Background: an optimization exercise with open tools, aiming at small area and a short achievable clock period. Do not read the settings as production practice. At most, simulation tests tie the RTL to the original design; equivalence was not proved. Power is estimated from default activity; no workload was simulated.

## trial 86
==> module regfile, before the edit <==
module regfile (
    input         clk,
    input  [2:0]  rd_addr,
    input  [2:0]  rs1_addr,
    input  [2:0]  rs2_addr,
    input  [18:0] wb_data,
    input         reg_write,
    output [18:0] rs1_data,
    output [18:0] rs2_data
);
    reg [18:0] registers [1:7];
    always @(posedge clk) begin
        if (reg_write && rd_addr != 3'd0)
            registers[rd_addr] <= wb_data;
    end
    wire [7:0] sel1 = 8'd1 << rs1_addr;
    wire [7:0] sel2 = 8'd1 << rs2_addr;
    reg  [18:0] rd1, rd2;
    integer i;
    always @(*) begin
        rd1 = 19'd0;
        rd2 = 19'd0;
        for (i = 1; i < 8; i = i + 1) begin
            rd1 = rd1 | ({19{sel1[i]}} & registers[i]);
            rd2 = rd2 | ({19{sel2[i]}} & registers[i]);
        end
    end
    assign rs1_data = rd1;
    assign rs2_data = rd2;
endmodule
export LEC_CHECK = 0
export ABC_AREA = 1
export CAP_MARGIN = 20
export CORE_MARGIN = 2
export CORE_UTILIZATION = 40
export SLEW_MARGIN = 20
export TNS_END_PERCENT = 5
create_clock -name core_clock -period 45.0 [get_ports {clk}]
standard.sh (not shown) runs the stock make flow with config.mk's settings and CLKGATE_MAP_FILE= SYNTH_SCRIPT=/design/flow/synth_recipe.tcl, a recipe that flattens the netlist after the stock synthesis.
==> flow/flow/run.sh <==
#!/bin/bash
# The standard layout with three changes:
#  1. after the standard synthesis, the combinational logic is mapped again
#     by ABC with the full/half adder cells dissolved (flow/resyn.tcl); every
#     register and tie cell is kept as the standard synthesis made it;
#  2. timing repair is asked to leave more setup slack than the clock period
#     needs (SETUP_SLACK_MARGIN, in ns, from flow/margin.txt);
#  3. every input and output port is still given a buffer, but a plain
#     buf_4 rather than the delay cell buffer_ports picks by default.
set -euo pipefail
R=orfs/results/sky130hd/cpu_core/base
bash standard.sh synth > synth.log 2>&1
cp "$R/1_2_yosys.v" std_1_2_yosys.v
RESYN_IN=std_1_2_yosys.v RESYN_OUT="$R/1_2_yosys.v" RESYN_TMP=resyn_flat.v \
RESYN_SCRIPT=flow/abc.script RESYN_CONSTR=flow/abc.constr RESYN_STAT=resyn_stat.txt \
    yosys -c flow/resyn.tcl > resyn.log 2>&1
rm -f "$R/1_synth.odb" "$R/1_synth.sdc"
export SETUP_SLACK_MARGIN="$(cat flow/margin.txt)"
export BUFFER_PORTS_ARGS="-buffer_cell sky130_fd_sc_hd__buf_4"
bash standard.sh > standard.log 2>&1
Other scripts of this flow, unchanged in this note and not shown: flow/flow/abc.constr, flow/flow/abc.script, flow/flow/margin.txt, flow/flow/resyn.tcl
[inputs] build 66 vs trial 86
diff --git a/flow/design.v b/flow/design.v
--- a/flow/design.v
+++ b/flow/design.v
@@ -44,18 +44,6 @@
             registers[rd_addr] <= wb_data;
     end
-    wire [7:0] sel1 = 8'd1 << rs1_addr;
-    wire [7:0] sel2 = 8'd1 << rs2_addr;
-    reg  [18:0] rd1, rd2;
-    integer i;
-    always @(*) begin
-        rd1 = 19'd0;
-        rd2 = 19'd0;
-        for (i = 1; i < 8; i = i + 1) begin
-            rd1 = rd1 | ({19{sel1[i]}} & registers[i]);
-            rd2 = rd2 | ({19{sel2[i]}} & registers[i]);
-        end
-    end
-    assign rs1_data = rd1;
-    assign rs2_data = rd2;
+    assign rs1_data = (rs1_addr == 3'd0) ? 19'd0 : registers[rs1_addr];
+    assign rs2_data = (rs2_addr == 3'd0) ? 19'd0 : registers[rs2_addr];
 endmodule
 module alu #(parameter integer SP = 10) (
==> results.txt <==
Taking trial 86 as the reference, in build 66 wire length after detailed routing went up; non-clock buffer instance count of the final layout went up; multi-input logic cell count went up; total number of vias went up. Any difference in worst hold-check slack between trial 86 and build 66 is small enough to ignore. Delta (build 66 minus trial 86): clock latency on the worst-skew pair now sits at about the same level; sequential cell area essentially unchanged; fraction of cell area in non-clock buffers grew by 1.4 points; time the final worst path needs with I/O delays and setup went up 0.23 ns. The lower internal power summed over all cells of trial 86 and build 66 is in trial 86. Build 66 ended with more power per standard cell area than trial 86. Combinational fraction of design power ends up higher on build 66. Clock share of power for build 66 is lower than for trial 86. The mean cell area of the mapped netlist reported for build 66 is smaller than that of trial 86 by about 1.8%.
For build 66, only the layout was checked, not whether the RTL still works.

## static timing again, ports no longer ideal
No port has a modelled driver above. Below, the same layouts with a new extraction and two added sets of constraints.
Step 1: set_driving_cell puts a clkbuf_16 on clk and a buf_2 on each other input, an assumption about the parent block.
Step 2 times the ports against the registers' clock, not the clock port: input delays grow and output delays shrink by t, the midpoint of the rising clock arrivals with the driver on.
Slacks: no drivers / after step 1 / after step 2; pairs: no drivers / after step 1.
run	t (ns)	setup WS [ns]	clock arrival spread, ns
trial 86	0.640	26.554 / 26.500 / 27.140	0.033 / 0.032
build 66	0.637	26.321 / 26.267 / 26.560	0.063 / 0.062
After both steps every run listed still meets setup and hold.
